This is an optimization exercise on Yosys and OpenROAD, whose aim is small area and a short achievable clock period, not a production implementation.
Only simulation tests tie the RTL to the original design; equivalence was not proved.
Power figures rest on the tool's default switching activity, not on a simulated workload.

## 11-14
==> flow/design.v (excerpt) <==
module video_uut (
    input  wire         clk_i       ,
    input  wire         cen_i       ,
    input  wire         rst_i       ,
    input  wire         vid_sel_i   ,
    input  wire [23:0]  vid_rgb_i   ,
    input  wire [1:0]   vh_blank_i  ,
    input  wire [2:0]   dvh_sync_i  ,
    output wire [2:0]   dvh_sync_o  ,
    output wire [23:0]  vid_rgb_o
);
For scale: about 170 flip-flops, ~60 I/O pins.
Settings: LEC_CHECK=0, CAP_MARGIN=20, CORE_MARGIN=2, CORE_UTILIZATION=40, SLEW_MARGIN=20; clock period 14.0 ns.
run.sh (not shown) runs the stock make flow with config.mk's settings and CLKGATE_MAP_FILE= SYNTH_SCRIPT=/design/flow/synth_recipe.tcl, a recipe that flattens the netlist after the stock synthesis.
For 09-17, these inputs were changed with respect to 11-14:
==> flow/flow/run.sh (new file) <==
#!/bin/bash
# Standard ORFS layout, with timing repair aiming at extra setup slack so that
# the achieved period (not only the 14 ns clock) is optimised.
set -euo pipefail
bash standard.sh finish SETUP_SLACK_MARGIN=9.5 > flow_make.log 2>&1
==> flow/standard.sh (new file) <==
#!/bin/bash
# synth_recipe.tcl (not shown) runs the flow's synth.tcl, then flattens the netlist and writes it again
# the make line also repeats each setting of config.mk as NAME=value (left out here)
make -C /OpenROAD-flow-scripts/flow DESIGN_CONFIG=/design/flow/config.mk WORK_HOME=/design/flow/orfs CLKGATE_MAP_FILE= SYNTH_SCRIPT=/design/flow/synth_recipe.tcl "${@:-finish}"
removed: flow/run.sh
Findings:
Proportion of cell area occupied by multi-input gates: 09-17 lower than 11-14. Changes observed in 09-17 relative to 11-14: signed area change from the synthesized netlist to the final layout rose 7.0 points, met3 global-route usage rose 0.96 points. 09-17 gives more routed wire length than 11-14 did. Number of nets in the layout: 09-17 and 11-14 compared, higher one is 09-17. Diff 11-14 -> 09-17: power grew by about 8%, DRC violations left held steady.


Setup of red:
Another version of the RTL of video_uut (not shown whole).
For scale: ~1,800 cells after synthesis, ~170 flip-flops, roughly 60 I/O pins, about 13,000 um2 of cells after synthesis.
==> flow/design.v (excerpt) <==
module video_uut (
    input  wire         clk_i       ,
    input  wire         cen_i       ,
    input  wire         rst_i       ,
    input  wire         vid_sel_i   ,
    input  wire [23:0]  vid_rgb_i   ,
    input  wire [1:0]   vh_blank_i  ,
    input  wire [2:0]   dvh_sync_i  ,
    output wire [2:0]   dvh_sync_o  ,
    output wire [23:0]  vid_rgb_o
);
clock: 14.0 ns
lec_check: 0
abc_area: 1
cap_margin: 20
core_margin: 2
core_utilization: 40
slew_margin: 20
Stock flow here: none of the scripts above is used.
### red -> blue
Settings: putting PLACE_DENSITY at 0.75 where nothing was set; swapping 40 for 65 in CORE_UTILIZATION.
==> run notes <==
In blue relative to red, die width had gone down by more than 10%. On sequential share of layout area: blue sits above red. Worst hold slack of blue is on par with red. Against red, the final cell area of blue is lower. Global-route usage for blue: 11 points up relative to red. Looking only at peak per-stage delay on the critical path, and setting everything else aside, the lower value of blue and red goes to blue.
Relative to blue, the following input files were edited for green:
Settings: PLACE_DENSITY removed (was 0.75); ABC_AREA removed (was 1); CORE_UTILIZATION changed from 65 to 40.
## What came out
Diff blue -> green | overall power consumption | down by a few percent. When the final numbers for green and blue were put side by side, the count of clock-buffer cells in the layout turned out to be greater in green. Sort green and blue by non-clock buffer count desc -> top: green. Summary: synthesized area, green better than blue. Re final instance area: green and blue aren't equal, and the lower value belongs to green. green: total length of routed met2 wires 2.3% below blue. Cmp green and blue / global-route wire length before repair / lower: green. Cmp green and blue / portion of the clock cycle consumed by the worst path in the final layout / higher: blue.


The RTL this note starts from:
==> flow/design.v <==
module video_uut (
    input  wire         clk_i       ,
    input  wire         cen_i       ,
    input  wire         rst_i       ,
    input  wire         vid_sel_i   ,
    input  wire [23:0]  vid_rgb_i   ,
    input  wire [1:0]   vh_blank_i  ,
    input  wire [2:0]   dvh_sync_i  ,
    output wire [2:0]   dvh_sync_o  ,
    output wire [23:0]  vid_rgb_o
);
    localparam [1:0] S_IDLE = 2'd0, S_ATTACK = 2'd1, S_HOLD = 2'd2, S_DECAY = 2'd3;
    reg [23:0] vid_rgb_d1;     
    reg        draw_d1;        
    reg        bg_d1;          
    reg [2:0]  dvh_sync_d1;
    reg [11:0] x_cnt, y_cnt;    
    reg        prev_de, prev_vs;
    reg [1:0]  state;
    reg [7:0]  timer;
    reg [3:0]  amp, tamp;
    reg        spd;            
    reg [15:0] lfsr;
    reg [12:0] phase;          
    reg [4:0]  freq_1, freq_2;
    reg [12:0] acc_1, acc_2;   
    reg [12:0] base_1, base_2; 
    reg [3:0]  bsel;           
    function [12:0] add13(input [12:0] a, input [12:0] b);
        integer i; reg c;
        begin
            c = 1'b0;
            for (i = 0; i < 13; i = i + 1) begin
                add13[i] = a[i] ^ b[i] ^ c;
                c = (a[i] & b[i]) | (c & (a[i] ^ b[i]));
            end
        end
    endfunction
    function [12:0] addf(input [12:0] a, input [4:0] f);
        integer i; reg c;
        begin
            c = 1'b0;
            for (i = 0; i < 5; i = i + 1) begin
                addf[i] = a[i] ^ f[i] ^ c;
                c = (a[i] & f[i]) | (c & (a[i] ^ f[i]));
            end
            for (i = 5; i < 13; i = i + 1) begin
                addf[i] = a[i] ^ c;
                c = a[i] & c;
            end
        end
    endfunction
    wire [6:0]  t_1 = acc_1[11:5] ^ {7{acc_1[12]}};
    wire [6:0]  t_2 = acc_2[11:5] ^ {7{acc_2[12]}};
    wire [7:0]  sum = t_1 + t_2;                  
    reg        a1_en, a2_en, a2, a2_neg;
    reg  [1:0] a1;
    wire [10:0] term1 = a1_en ? ({3'b0, sum} << a1) : 11'd0;
    wire        add1 = a2_en & ~a2_neg;
    wire [14:0] kc  = ~{4'b0, 11'd1072 | {8'd0, lfsr[1:0], 1'b0}} + 15'd2 + {14'b0, add1} + {4'b0, amp, 7'b0};
    wire [14:0] op2 = ~{4'b0, term1};
    wire [14:0] op3 = ~a2_en ? 15'd0 : a2_neg ? {7'b0, sum} : a2 ? ~{6'b0, sum, 1'b0} : ~{7'b0, sum};
    wire        fix = sum[7] & sum[0] & amp[0];
    wire [14:0] ypre = {2'b0, y_cnt, 1'b0} + kc;
    wire [14:0] cs_s = ypre ^ op2 ^ op3;
    wire [14:0] cs_c = {(ypre[13:0] & op2[13:0]) | (ypre[13:0] & op3[13:0]) | (op2[13:0] & op3[13:0]), fix};
    wire [4:0]  lo  = {1'b0, cs_s[3:0]} + {1'b0, cs_c[3:0]};
    wire [10:0] hx  = cs_s[14:4] ^ cs_c[14:4];
    wire [10:0] ho  = cs_s[14:4] | cs_c[14:4];
    wire        hi_zero = ((hx[0] == lo[4])) & (hx[10:1] == ho[9:0]);
    wire [2:0]  dv = lo[3:1];
    wire draw = hi_zero & (lo[3:0] <= 4'd11) & ((y_cnt[11:3] != 0) | (y_cnt[2:0] >= dv));
    wire t_zero = (timer == 8'd0);
    wire lt = amp < tamp;
    wire gt = tamp < amp;
    wire st_idle = (state == S_IDLE), st_att = (state == S_ATTACK), st_hold = (state == S_HOLD), st_dec = (state == S_DECAY);
    wire hold_run = st_hold & ~t_zero;
    wire amp_low  = (amp[3:1] == 3'd0);                   
    wire glitch_c = hold_run & (lfsr[1:0] == 2'b11);
    wire tamp_inc = hold_run & (lfsr[2:0] == 3'b000) & (tamp < 4'd10);
    wire tamp_dec = hold_run & (lfsr[2:0] == 3'b111) & (tamp > 4'd3);
    wire [3:0] tamp_pick = (lfsr[3:0] < 4'd4) ? 4'd5 : (lfsr[3:0] > 4'd10) ? 4'd10 : lfsr[3:0];
    wire go_c = st_idle & t_zero;
    wire tamp_we = go_c | tamp_inc | tamp_dec;
    wire [3:0] tamp_nxt = go_c ? tamp_pick : tamp + (tamp_inc ? 4'd1 : 4'd15);
    wire amp_up2 = st_att & lt;
    wire amp_we  = amp_up2 | (hold_run & (lt | gt)) | st_dec;
    wire [3:0] amp_step = amp_up2 ? 4'd2 : (st_hold & lt) ? 4'd1 : 4'd15;
    wire [3:0] amp_nxt = (st_dec & amp_low) ? 4'd0 : amp + amp_step;
    wire timer_ld_h = st_att & ~lt;
    wire timer_ld_i = st_dec & amp_low;
    wire timer_we = timer_ld_h | timer_ld_i | ((st_idle | st_hold) & ~t_zero);
    wire [7:0] timer_nxt = timer_ld_h ? {1'b0, lfsr[4:0], 2'b00} : timer_ld_i ? {lfsr[5:0], 2'b00} : timer - 8'd1;
    reg  [1:0] st_nxt;
    always @* begin
        st_nxt = state;
        if (go_c) st_nxt = S_ATTACK;
        if (timer_ld_h) st_nxt = S_HOLD;
        if (st_hold & t_zero) st_nxt = S_DECAY;
        if (timer_ld_i) st_nxt = S_IDLE;
    end
    wire vs_rise  = dvh_sync_i[1] & ~prev_vs;
    wire upd      = vs_rise & spd;
    wire go       = upd & go_c;
    wire glitch   = upd & glitch_c;
    wire [4:0] f1_new = {1'b0, lfsr[3:0]} + 5'd10;
    wire [4:0] f2_new = {1'b0, lfsr[7:4]} + 5'd14;
    wire        stepping = |bsel;
    wire [12:0] b1_sum = (stepping ? {base_1[11:0], 1'b0} : base_1) + (phase & {13{~stepping | (|(bsel & freq_1[3:0]))}});
    wire [12:0] b2_sum = {base_2[11:0], 1'b0} + (phase & {13{|(bsel & freq_2[3:0])}});
    wire [12:0] b1_nxt = go ? (lfsr[12:0] & {13{f1_new[4]}}) :
                         (glitch & (&freq_1)) ? 13'd0 :    
                         (glitch | stepping) ? b1_sum : base_1;
    wire [12:0] b2_nxt = go ? (lfsr[12:0] & {13{f2_new[4]}}) : stepping ? b2_sum : base_2;
    wire x_last = (x_cnt == 12'h800);
    wire x_fb   = x_cnt[11] ^ x_cnt[10] ^ x_cnt[9] ^ x_cnt[3] ^ (x_cnt[10:0] == 11'd0);
    wire x_rst = dvh_sync_i[1] | (~dvh_sync_i[2] & prev_de) | (dvh_sync_i[2] & x_last);
    wire x_inc = ~dvh_sync_i[1] & dvh_sync_i[2];
    always @(posedge clk_i) begin
        if (rst_i) begin
            state <= S_IDLE; timer <= 0; amp <= 0; tamp <= 0; spd <= 0;
            a1_en <= 0; a1 <= 0; a2_en <= 0; a2 <= 0; a2_neg <= 0;
            lfsr <= 16'hACE1;
            y_cnt <= 0; prev_de <= 0; prev_vs <= 0;
            vid_rgb_d1 <= 0; draw_d1 <= 0; bg_d1 <= 1; dvh_sync_d1 <= 0;
        end else if (cen_i) begin
            lfsr <= {lfsr[14:0], lfsr[15] ^ lfsr[13] ^ lfsr[12] ^ lfsr[10]};
            prev_vs <= dvh_sync_i[1];
            if (vs_rise) begin
                spd <= ~spd;
                if (spd) begin
                    state <= st_nxt;
                    if (timer_we) timer <= timer_nxt;
                    if (amp_we) begin
                        amp    <= amp_nxt;
                        a1_en  <= (amp_nxt != 4'd0);
                        a1     <= (amp_nxt >= 4'd7) ? 2'd3 : (amp_nxt >= 4'd4) ? 2'd2 : (amp_nxt >= 4'd2) ? 2'd1 : 2'd0;
                        a2_en  <= ~((amp_nxt == 4'd0) | (amp_nxt == 4'd1) | (amp_nxt == 4'd2) | (amp_nxt == 4'd4) | (amp_nxt == 4'd8));
                        a2     <= (amp_nxt == 4'd6) | (amp_nxt >= 4'd10);
                        a2_neg <= (amp_nxt == 4'd7);
                    end
                    if (tamp_we)  tamp  <= tamp_nxt;
                end
            end
            prev_de <= dvh_sync_i[2];
            if (dvh_sync_i[1]) y_cnt <= 0;
            else if (~dvh_sync_i[2] & prev_de) y_cnt <= y_cnt + 1;
            draw_d1    <= draw;
            bg_d1      <= ~draw;
            vid_rgb_d1 <= vid_sel_i ? 24'h0 : vid_rgb_i;
            dvh_sync_d1 <= dvh_sync_i;
        end
    end
    always @(posedge clk_i) begin
        if (cen_i) begin
            base_1 <= b1_nxt;
            base_2 <= b2_nxt;
            if (go) bsel <= 4'b1000;
            else bsel <= {1'b0, bsel[3:1]};
            if (go) begin
                phase  <= lfsr[12:0];
                freq_1 <= f1_new;
                freq_2 <= f2_new;
            end else if (glitch) freq_1 <= freq_1 + 1;
            if (x_rst) begin
                x_cnt <= 0; acc_1 <= b1_nxt; acc_2 <= b2_nxt;
            end else if (x_inc) begin
                x_cnt <= {x_cnt[10:0], x_fb}; acc_1 <= addf(acc_1, freq_1); acc_2 <= addf(acc_2, freq_2);
            end
        end
    end
    assign dvh_sync_o = dvh_sync_d1;
    assign vid_rgb_o  = {vid_rgb_d1[23:16] & {8{bg_d1}}, vid_rgb_d1[15:8] | {8{draw_d1}},
                         vid_rgb_d1[7:0] & {8{bg_d1}}};
endmodule
clock: 14.0 ns
lec_check: 0
cap_margin: 20
core_margin: 2
core_utilization: 40
cts_buf_list: sky130_fd_sc_hd__clkbuf_4 sky130_fd_sc_hd__clkbuf_8
slew_margin: 20
tns_end_percent: 0
standard.sh (not shown) runs the stock make flow with config.mk's settings and CLKGATE_MAP_FILE= SYNTH_SCRIPT=/design/flow/synth_recipe.tcl, a recipe that flattens the netlist after the stock synthesis.
==> flow/flow/run.sh <==
#!/bin/bash
# Standard ORFS layout, with timing repair aiming at extra setup slack so that
# the achieved period (not only the 14 ns clock) is optimised, and plain buf_2
# cells (instead of delay buffers) as the port buffers.
set -euo pipefail
bash standard.sh finish SETUP_SLACK_MARGIN=9.5 MATCH_CELL_FOOTPRINT=0 "BUFFER_PORTS_ARGS=-buffer_cell sky130_fd_sc_hd__buf_2" > flow_make.log 2>&1
Next try:
==> flow/flow/run.sh (replaced) <==
#!/bin/bash
# Standard ORFS layout, with timing repair aiming at extra setup slack so that
# the achieved period (not only the 14 ns clock) is optimised, and plain buf_2
# cells (instead of delay buffers) as the port buffers.
set -euo pipefail
bash standard.sh finish SETUP_SLACK_MARGIN=9.5 "BUFFER_PORTS_ARGS=-buffer_cell sky130_fd_sc_hd__buf_2" > flow_make.log 2>&1
--- a/flow/config.mk
+++ b/flow/config.mk
@@ -8,6 +8,6 @@
 export CAP_MARGIN = 20
 export CORE_MARGIN = 2
-export CORE_UTILIZATION = 40
+export CORE_UTILIZATION = 60
 export CTS_BUF_LIST = sky130_fd_sc_hd__clkbuf_4 sky130_fd_sc_hd__clkbuf_8
+export PLACE_DENSITY = 0.7
 export SLEW_MARGIN = 20
-export TNS_END_PERCENT = 0
Outcome:
- The changed run completed without violations
- die area falls by 33%
- cell count falls by about 7%
- global-route usage rises by 8.8 points
Next try:
--- a/flow/config.mk
+++ b/flow/config.mk
@@ -8,6 +8,6 @@
 export CAP_MARGIN = 20
 export CORE_MARGIN = 2
-export CORE_UTILIZATION = 60
+export CORE_UTILIZATION = 40
 export CTS_BUF_LIST = sky130_fd_sc_hd__clkbuf_4 sky130_fd_sc_hd__clkbuf_8
-export PLACE_DENSITY = 0.7
 export SLEW_MARGIN = 20
+export TNS_END_PERCENT = 0
What happened:
- The new run produced a clean layout
- clock skew came out higher by 0.0056 ns
- total power came out lower by about 4.6%
- register-to-register slack hardly moves
- maximum frequency came out lower by about 0.7%
- flip-flop and latch count does not change
- wire length came out lower by 1.7%
- final area came out lower by about 1%
- clock power stays flat
Next try:
==> flow/flow/run.sh (replaced) <==
#!/bin/bash
# Standard ORFS layout, with timing repair aiming at extra setup slack so that
# the achieved period (not only the 14 ns clock) is optimised, and plain buf_2
# cells (instead of delay buffers) as the port buffers.
set -euo pipefail
bash standard.sh finish SETUP_SLACK_MARGIN=10 "BUFFER_PORTS_ARGS=-buffer_cell sky130_fd_sc_hd__buf_2" > flow_make.log 2>&1
--- a/flow/config.mk
+++ b/flow/config.mk
@@ -11,3 +11,2 @@
 export CTS_BUF_LIST = sky130_fd_sc_hd__clkbuf_4 sky130_fd_sc_hd__clkbuf_8
 export SLEW_MARGIN = 20
-export TNS_END_PERCENT = 0
=>
- wire length grows by 11%
- setup slack gains 0.13 ns
- die area stays the same
- first-iteration DRC count falls by 30%
- cell count rises by 3.2%
Next try:
==> flow/flow/run.sh (replaced) <==
#!/bin/bash
# Standard ORFS layout, with timing repair aiming at extra setup slack so that
# the achieved period (not only the 14 ns clock) is optimised, and plain buf_2
# cells (instead of delay buffers) as the port buffers.
set -euo pipefail
bash standard.sh finish SETUP_SLACK_MARGIN=9.5 "BUFFER_PORTS_ARGS=-buffer_cell sky130_fd_sc_hd__buf_2" > flow_make.log 2>&1
=>
- The changed run passed the timing, design-rule and antenna checks
- global-route usage goes down by 2.0 points
- hold slack gets worse by 0.0075 ns
- core utilization goes down by 3.9 points

[re-timing with driven ports]
The results above use ideal ports. As a check the final layouts listed here were re-extracted and re-timed, cells and wires unchanged.
Step 1 sets driving cells, clkbuf_16 on the clock port and buf_2 on the other inputs (assumed; they add their load-dependent delay and slew).
Step 2 also shifts input and output timing later by t, the mid clock arrival at the registers, as if the neighbouring blocks saw the same clock.
Slacks: no drivers / after step 1 / after step 2; pairs: no drivers / after step 1.
| run | shift t [ns] | slack for setup (ns) | worst setup path after step 2 |
|---|---|---|---|
| 11-14 | 0.470 | 8.074 / 8.074 / 8.074 | register to register |
| 09-17 | 0.479 | 8.911 / 8.911 / 8.911 | register to register |
| red | 0.486 | 7.932 / 7.948 / 7.462 | input to register |
| blue | 0.488 | 8.108 / 8.124 / 7.636 | input to register |
| green | 0.485 | 8.258 / 8.258 / 8.188 | input to register |
| the first run of note 3 | 0.508 | 9.497 / 9.500 / 8.991 | input to register |
| the second run of note 3 | 0.522 | 9.527 / 9.527 / 9.091 | input to register |
| the third run of note 3 | 0.508 | 9.497 / 9.500 / 8.991 | input to register |
| the fourth run of note 3 | 0.518 | 9.622 / 9.622 / 9.361 | input to register |
| the fifth run of note 3 | 0.506 | 9.557 / 9.560 / 9.054 | input to register |
After both steps every run listed still meets setup and hold.
